What follows belongs to an exercise in optimizing a design on an open flow for small area and a short achievable clock period; a production flow would make more cautious choices. In this exercise RTL edits were held to simulation tests only and were not proved equivalent to the original. Power and IR drop assume default switching activity.

==> flow/design.v (excerpt) <==
module umt_top #(
    parameter MAX_UMTS = 5,
    parameter MAX_LMTS = 5,
    parameter MAX_WIDTH = 64,
    parameter MAX_DEPTH = 512,
    parameter PMT_WIDTH = 32,
    parameter PMT_DEPTH = 32,
    parameter MAX_PMTS_PER_LMT = 8
) (
    input  wire                      clk,
    input  wire                      rst_n,
    input  wire                      umt_cfg_valid,
    input  wire                      umt_cfg_wr_en,
    input  wire [2:0]                umt_cfg_id,
    input  wire [15:0]               umt_cfg_width,
    input  wire [15:0]               umt_cfg_depth,
    input  wire                      umt_cfg_type,
    input  wire                      umt_map_trigger,
    input  wire                      entry_valid,
    input  wire [2:0]                entry_umt_id,
    input  wire [8:0]                entry_addr,
    input  wire [MAX_WIDTH-1:0]      entry_data,
    input  wire [MAX_WIDTH-1:0]      entry_mask,
  ...
Size in the first run: about 470 I/O pins, ~13000 µm² of cells after synthesis.
export LEC_CHECK = 0
export CAP_MARGIN = 20
export CORE_MARGIN = 2
export CORE_UTILIZATION = 75
export SLEW_MARGIN = 20
create_clock -name core_clock -period 120.0 [get_ports {clk}]
standard.sh (not shown) runs the stock make flow with config.mk's settings and CLKGATE_MAP_FILE= SYNTH_SCRIPT=/design/flow/synth_recipe.tcl, a recipe that flattens the netlist after the stock synthesis.
==> flow/flow/run.sh <==
#!/bin/bash
# Standard ORFS layout (the standard.sh) with these changes:
#  - port buffers are the smallest buffer cell (buf_1);
#  - clock tree: larger sink clusters of clkbuf_8, no dummy loads;
#  - repair aims at a setup slack of 93.75 ns (the I/O paths set the period);
#  - tie cells each drive up to 8 constant outputs instead of one each;
#  - after floorplan, the logic is re-mapped for area (restructure) and
#    cells are set to their smallest variant.
set -euo pipefail
here="$(cd "$(dirname "$0")" && pwd)"
export BUFFER_PORTS_ARGS="-buffer_cell sky130_fd_sc_hd__buf_1"
export CTS_ARGS="-sink_clustering_enable -repair_clock_nets -dont_use_dummy_load -buf_list sky130_fd_sc_hd__clkbuf_8 -sink_clustering_size 16 -sink_clustering_max_diameter 60"
export SETUP_SLACK_MARGIN=93.75
export SKIP_REPAIR_TIE_FANOUT=1
export POST_FLOORPLAN_TCL="$here/post_floorplan.tcl"
bash standard.sh > standard.log 2>&1
Other scripts of this flow, unchanged in this note and not shown: flow/flow/downsize.tcl, flow/flow/post_floorplan.tcl, flow/flow/tie.tcl
The baseline completed with no timing, DRC or antenna violations.
Then changed:
--- a/flow/config.mk
+++ b/flow/config.mk
@@ -10 +10 @@
-export CORE_UTILIZATION = 75
+export CORE_UTILIZATION = 82
Result: This time the run did not get past I/O pin placement. Synthesized area does not change. Synthesized cell count is unchanged.
Then changed:
--- a/flow/flow/run.sh
+++ b/flow/flow/run.sh
@@ -5 +5 @@
-#  - repair aims at a setup slack of 93.75 ns (the I/O paths set the period);
+#  - repair aims at a setup slack of 93.5 ns (the I/O paths set the period);
@@ -13 +13 @@
-export SETUP_SLACK_MARGIN=93.75
+export SETUP_SLACK_MARGIN=93.5
--- a/flow/config.mk
+++ b/flow/config.mk
@@ -10 +10 @@
-export CORE_UTILIZATION = 82
+export CORE_UTILIZATION = 75
- Now the flow completed without violations
- synthesized area stays the same
- synthesized cell count stays the same
Then changed:
--- a/flow/flow/run.sh
+++ b/flow/flow/run.sh
@@ -5 +5 @@
-#  - repair aims at a setup slack of 93.5 ns (the I/O paths set the period);
+#  - repair aims at a setup slack of 94 ns (the I/O paths set the period);
@@ -13 +13 @@
-export SETUP_SLACK_MARGIN=93.5
+export SETUP_SLACK_MARGIN=94
--- a/flow/config.mk
+++ b/flow/config.mk
@@ -10 +10 @@
-export CORE_UTILIZATION = 75
+export CORE_UTILIZATION = 65
Effect: The new run completed with no timing, DRC or antenna violations; routed wire length grows by 5.6%; global-route usage shrinks by 4.2 points; utilization fell by 7.2 points; die area is higher by 15%; via count hardly moves; power rises by 2.2%; maximum frequency is higher by 1.5%.

---

## old
umt_top, a different RTL version from the one above (not shown whole).
Size in the first run: about 1200 cells after synthesis, ~250 flip-flops, roughly 470 I/O pins, about 0.014 mm^2 of cells after synthesis.
export LEC_CHECK = 0
export CAP_MARGIN = 20
export CORE_MARGIN = 2
export CORE_UTILIZATION = 60
export CTS_BUF_LIST = sky130_fd_sc_hd__clkbuf_4 sky130_fd_sc_hd__clkbuf_8
export SLEW_MARGIN = 20
create_clock -name core_clock -period 120.0 [get_ports {clk}]
==> flow/flow/run.sh <==
#!/bin/bash
# Standard ORFS layout, with the port buffers made of the smallest buffer cell.
set -euo pipefail
export BUFFER_PORTS_ARGS="-buffer_cell sky130_fd_sc_hd__buf_1"
bash standard.sh > standard.log 2>&1
Modified inputs, new compared to old
==> flow/run.sh (new file) <==
#!/bin/bash
# synth_recipe.tcl (not shown) runs the flow's synth.tcl, then flattens the netlist and writes it again
# the make line also repeats each setting of config.mk as NAME=value (left out here)
make -C /OpenROAD-flow-scripts/flow DESIGN_CONFIG=/design/flow/config.mk WORK_HOME=/design/flow/orfs CLKGATE_MAP_FILE= SYNTH_SCRIPT=/design/flow/synth_recipe.tcl finish
diff --git a/flow/config.mk b/flow/config.mk
--- a/flow/config.mk
+++ b/flow/config.mk
@@ -9,4 +9,3 @@
 export CORE_MARGIN = 2
-export CORE_UTILIZATION = 60
-export CTS_BUF_LIST = sky130_fd_sc_hd__clkbuf_4 sky130_fd_sc_hd__clkbuf_8
+export CORE_UTILIZATION = 40
 export SLEW_MARGIN = 20
removed: flow/flow/run.sh
removed: flow/standard.sh
## What came out
new supports a lower top clock frequency than old.
Taking old as the reference, in new logic gate share of total power +0.6 points, worst clock skew decreased 0.019 ns.
Compared with old, design area in new increased by more than 10%.
Post-detailed-placement half-perimeter wirelength: new > old
new vs. old: clock network area share went down by 0.80 points.
Reported for old and new, number of library cell types mapped by synthesis turned out identical to the last digit.

---

umt_top with an RTL version that a note above also has.
Size: about 1100 cells after synthesis, ~240 flip-flops, ~470 I/O pins.
Settings: LEC_CHECK=0, CAP_MARGIN=20, CORE_MARGIN=2, CORE_UTILIZATION=60, SLEW_MARGIN=20; clock period 120.0 ns.
==> flow/flow/run.sh <==
#!/bin/bash
# Standard ORFS layout (the standard.sh) with these changes:
#  - port buffers are the smallest buffer cell (buf_1);
#  - clock tree: larger sink clusters of clkbuf_8, no dummy loads;
#  - repair aims at a setup slack of 93 ns (the I/O paths set the period);
#  - tie cells each drive up to 8 constant outputs instead of one each;
#  - after floorplan, logic cells are set to their smallest variant.
set -euo pipefail
here="$(cd "$(dirname "$0")" && pwd)"
export BUFFER_PORTS_ARGS="-buffer_cell sky130_fd_sc_hd__buf_1"
export CTS_ARGS="-sink_clustering_enable -repair_clock_nets -dont_use_dummy_load -buf_list sky130_fd_sc_hd__clkbuf_8 -sink_clustering_size 16 -sink_clustering_max_diameter 60"
export SETUP_SLACK_MARGIN=93
export SKIP_REPAIR_TIE_FANOUT=1
export POST_FLOORPLAN_TCL="$here/post_floorplan.tcl"
bash standard.sh > standard.log 2>&1
==> flow/flow/downsize.tcl <==
# Set every logic cell to the smallest-area variant of its function (the
# synthesis mapping upsizes freely); later repair steps size up what the
# timing and slew limits need.
set dont_use_pats $::env(DONT_USE_CELLS)
proc ds_ok { name pats } {
  foreach p $pats { if { [string match $p $name] } { return 0 } }
  return 1
}
# smallest variant of each cell family (family = name without the _N suffix)
set best [dict create]
foreach lc [get_lib_cells sky130_fd_sc_hd__*] {
  set name [get_name $lc]
  if { ![ds_ok $name $dont_use_pats] } { continue }
  if { ![regexp {^(sky130_fd_sc_hd__.+)_(\d+)$} $name -> fam drv] } { continue }
  set area [get_property $lc area]
  if { ![dict exists $best $fam] } {
    dict set best $fam [list $name $area $drv]
  } else {
    lassign [dict get $best $fam] bn ba bd
    if { $area < $ba - 1e-6 || (abs($area - $ba) < 1e-6 && $drv == 1) } {
      dict set best $fam [list $name $area $drv]
    }
  }
}
set swapped 0
foreach inst [get_cells *] {
  set lc [get_lib_cells -of_objects $inst]
  set name [get_name $lc]
  if { ![regexp {^(sky130_fd_sc_hd__.+)_(\d+)$} $name -> fam drv] } { continue }
  if { [string match "*conb*" $fam] || [string match "*tap*" $fam] || [string match "*buf*" $fam] } { continue }
  if { ![dict exists $best $fam] } { continue }
  set target [lindex [dict get $best $fam] 0]
  if { $target != $name } {
    replace_cell $inst $target
    incr swapped
  }
}
puts "downsize: $swapped cells set to their smallest variant"
==> flow/flow/post_floorplan.tcl <==
set here [file dirname [info script]]
source $here/tie.tcl
source $here/downsize.tcl
Other scripts of this flow, unchanged in this note and not shown: flow/flow/tie.tcl
The starting point ran to the end with no violations.
==> next run, changes <==
Settings changed: CORE_UTILIZATION 60 to 75.
What happened: Core utilization rises by 16 points. Setup slack is better by 0.014 ns. Register-to-register slack barely changes.
==> next run, changes <==
--- a/flow/flow/run.sh
+++ b/flow/flow/run.sh
@@ -5,4 +5,3 @@
 #  - repair aims at a setup slack of 93 ns (the I/O paths set the period);
-#  - tie cells each drive up to 8 constant outputs instead of one each;
-#  - after floorplan, logic cells are set to their smallest variant.
+#  - tie cells each drive up to 8 constant outputs instead of one each.
 set -euo pipefail
@@ -13,3 +12,3 @@
 export SKIP_REPAIR_TIE_FANOUT=1
-export POST_FLOORPLAN_TCL="$here/post_floorplan.tcl"
+export POST_FLOORPLAN_TCL="$here/tie.tcl"
 bash standard.sh > standard.log 2>&1
Settings changed: CORE_UTILIZATION 75 to 60.
removed: flow/flow/downsize.tcl
removed: flow/flow/post_floorplan.tcl
Result:
- worst setup slack improves by 0.10 ns
- final cell count rose by about 3%
- clock power increases by 6.0%
- register-to-register slack loses 0.22 ns
- die area came out higher by about 24%
- non-clock buffer count rises by 1
- synthesized area is unchanged
- clock-buffer cell count rises by 2
- total power rises by 0.61%

---

umt_top, a different RTL version from the one above (not shown whole).
Size in the first run: ~240 flip-flops, ~470 I/O pins, about 14,000 µm² of cells after synthesis.
==> flow/config.mk <==
export PLATFORM = sky130hd
export DESIGN_NAME = umt_top
export DESIGN_NICKNAME = umt_top
export VERILOG_FILES = /design/flow/design.v
export SDC_FILE = /design/flow/constraint.sdc
export NUM_CORES = 4
export LEC_CHECK = 0
export ABC_AREA = 1
export CAP_MARGIN = 20
export CORE_MARGIN = 2
export CORE_UTILIZATION = 60
export SLEW_MARGIN = 20
==> flow/constraint.sdc <==
create_clock -name core_clock -period 120.0 [get_ports {clk}]
set_input_delay 24.0000 -clock core_clock [delete_from_list [all_inputs] [get_ports {clk}]]
set_output_delay 24.0000 -clock core_clock [all_outputs]
set_load 0.01 [all_outputs]
==> flow/flow/run.sh <==
#!/bin/bash
# Standard ORFS layout with: the port buffers made of the smallest buffer
# cell, and a clock tree of larger sink clusters without dummy loads.
set -euo pipefail
export BUFFER_PORTS_ARGS="-buffer_cell sky130_fd_sc_hd__buf_1"
export CTS_ARGS="-sink_clustering_enable -repair_clock_nets -dont_use_dummy_load -buf_list sky130_fd_sc_hd__clkbuf_8 -sink_clustering_size 16 -sink_clustering_max_diameter 60"
bash standard.sh > standard.log 2>&1
The starting point went through all stages and came out clean.
Next try:
--- a/flow/flow/run.sh
+++ b/flow/flow/run.sh
@@ -6,0 +7 @@
+export SETUP_SLACK_MARGIN=93
Settings changed: ABC_AREA 1 to default.
The changed run went through all stages and came out clean.
Count of clock-buffer cells in the layout goes up by 1.
Non-clock buffer count goes up by 9.
First-iteration DRC count goes down by well over a third.
Register-to-register slack gets better by 0.61 ns.
Clock skew goes up by 0.0057 ns.
Clock power goes up slightly.
Next try:
--- a/flow/flow/run.sh
+++ b/flow/flow/run.sh
@@ -7 +6,0 @@
-export SETUP_SLACK_MARGIN=93
Cell area shrinks by 0.98%.
Non-clock buffer count came out lower by 7.
Clock power falls by 4.7%.

---

RTL: one of the versions met above, not the one the previous note started from.
Size: roughly 1100 cells after synthesis, ~240 flip-flops, roughly 470 I/O pins, about 13000 um^2 of cells after synthesis.
export LEC_CHECK = 0
export CAP_MARGIN = 20
export CORE_MARGIN = 2
export CORE_UTILIZATION = 75
export SLEW_MARGIN = 20
create_clock -name core_clock -period 120.0 [get_ports {clk}]
==> flow/flow/run.sh <==
#!/bin/bash
# Standard ORFS layout (the standard.sh) with these changes:
#  - port buffers are the smallest buffer cell (buf_1);
#  - clock tree: larger sink clusters of clkbuf_8, no dummy loads;
#  - repair aims at a setup slack of 94 ns (the I/O paths set the period);
#  - tie cells each drive up to 8 constant outputs instead of one each;
#  - after floorplan, the logic is re-mapped for area (restructure) and
#    cells are set to their smallest variant.
set -euo pipefail
here="$(cd "$(dirname "$0")" && pwd)"
export BUFFER_PORTS_ARGS="-buffer_cell sky130_fd_sc_hd__buf_1"
export CTS_ARGS="-sink_clustering_enable -repair_clock_nets -dont_use_dummy_load -buf_list sky130_fd_sc_hd__clkbuf_8 -sink_clustering_size 16 -sink_clustering_max_diameter 60"
export SETUP_SLACK_MARGIN=94
export SKIP_REPAIR_TIE_FANOUT=1
export POST_FLOORPLAN_TCL="$here/post_floorplan.tcl"
bash standard.sh > standard.log 2>&1
Other scripts of this flow, unchanged in this note and not shown: flow/flow/downsize.tcl, flow/flow/post_floorplan.tcl, flow/flow/tie.tcl
==> next run, changes <==
--- a/flow/flow/run.sh
+++ b/flow/flow/run.sh
@@ -3,5 +3,5 @@
 #  - port buffers are the smallest buffer cell (buf_1);
 #  - clock tree: larger sink clusters of clkbuf_8, no dummy loads;
-#  - repair aims at a setup slack of 94 ns (the I/O paths set the period);
+#  - repair aims at a setup slack of 93 ns (the I/O paths set the period);
 #  - tie cells each drive up to 8 constant outputs instead of one each;
 #  - after floorplan, the logic is re-mapped for area (restructure) and
@@ -11,5 +11,5 @@
 export BUFFER_PORTS_ARGS="-buffer_cell sky130_fd_sc_hd__buf_1"
 export CTS_ARGS="-sink_clustering_enable -repair_clock_nets -dont_use_dummy_load -buf_list sky130_fd_sc_hd__clkbuf_8 -sink_clustering_size 16 -sink_clustering_max_diameter 60"
-export SETUP_SLACK_MARGIN=94
+export SETUP_SLACK_MARGIN=93
 export SKIP_REPAIR_TIE_FANOUT=1
 export POST_FLOORPLAN_TCL="$here/post_floorplan.tcl"
Result: Clock-buffer cell count stays the same; via count falls by about 0.9%; combinational power falls by about 3%; design area falls by about 2%; critical path depth falls by 1; cell count falls by about 0.54%; setup slack is worse by 800 ps; clock power falls by about 2%; register-to-register slack is worse by 390 ps; synthesized cell count stays the same; sequential power barely changes.

port drivers added, routing unchanged:
No port has a modelled driver above. Below, the same layouts with a new extraction and two added sets of constraints. Step 1 (the two cells are an assumption about what drives the block):
set clk [get_ports {clk}]
set_driving_cell -lib_cell sky130_fd_sc_hd__clkbuf_16 $clk
set_driving_cell -lib_cell sky130_fd_sc_hd__buf_2 [delete_from_list [all_inputs] $clk]
Step 2 times the ports against the registers' clock, not the clock port: input delays grow and output delays shrink by t, the midpoint of the rising clock arrivals with the driver on. Three values: no drivers, after step 1, after step 2; two values: the first two.
run | t (ns) | setup slack, ns | hold WS [ns] | worst setup path after step 2 | worst register clock-pin slew, ns
the first run of note 1 | 0.553 | 93.781 / 93.795 / 93.242 | 0.476 / 0.476 / 0.476 | input to register | 0.11 / 0.11
the third run of note 1 | 0.552 | 93.629 / 93.641 / 93.089 | 0.479 / 0.479 / 0.479 | input to register | 0.10 / 0.10
the fourth run of note 1 | 0.569 | 94.010 / 94.023 / 93.454 | 0.477 / 0.477 / 0.477 | input to register | 0.11 / 0.11
old | 0.579 | 88.556 / 88.566 / 87.987 | 0.458 / 0.458 / 0.458 | input to register | 0.07 / 0.07
new | 0.583 | 87.970 / 87.995 / 87.412 | 0.454 / 0.454 / 0.454 | input to register | 0.06 / 0.06
the first run of note 3 | 0.558 | 93.114 / 93.126 / 92.568 | 0.480 / 0.480 / 0.480 | input to register | 0.10 / 0.10
the second run of note 3 | 0.550 | 93.128 / 93.140 / 92.590 | 0.481 / 0.481 / 0.481 | input to register | 0.10 / 0.10
the third run of note 3 | 0.583 | 93.232 / 93.237 / 92.654 | 0.485 / 0.485 / 0.485 | input to register | 0.11 / 0.11
the first run of note 4 | 0.565 | 92.424 / 92.417 / 91.853 | 0.479 / 0.479 / 0.479 | input to register | 0.10 / 0.10
the second run of note 4 | 0.557 | 93.168 / 93.174 / 92.617 | 0.463 / 0.463 / 0.463 | input to register | 0.10 / 0.10
the third run of note 4 | 0.548 | 92.524 / 92.513 / 91.964 | 0.448 / 0.448 / 0.448 | input to register | 0.11 / 0.11
the first run of note 5 | 0.555 | 94.045 / 94.055 / 93.500 | 0.475 / 0.475 / 0.475 | input to register | 0.11 / 0.11
the second run of note 5 | 0.555 | 93.248 / 93.259 / 92.704 | 0.479 / 0.479 / 0.479 | input to register | 0.10 / 0.10
After both steps setup and hold are still met in every run listed. For the third run of note 3, which loses most, drivers alone change the setup slack by +0.005 ns; drivers and shift together by -0.578 ns.
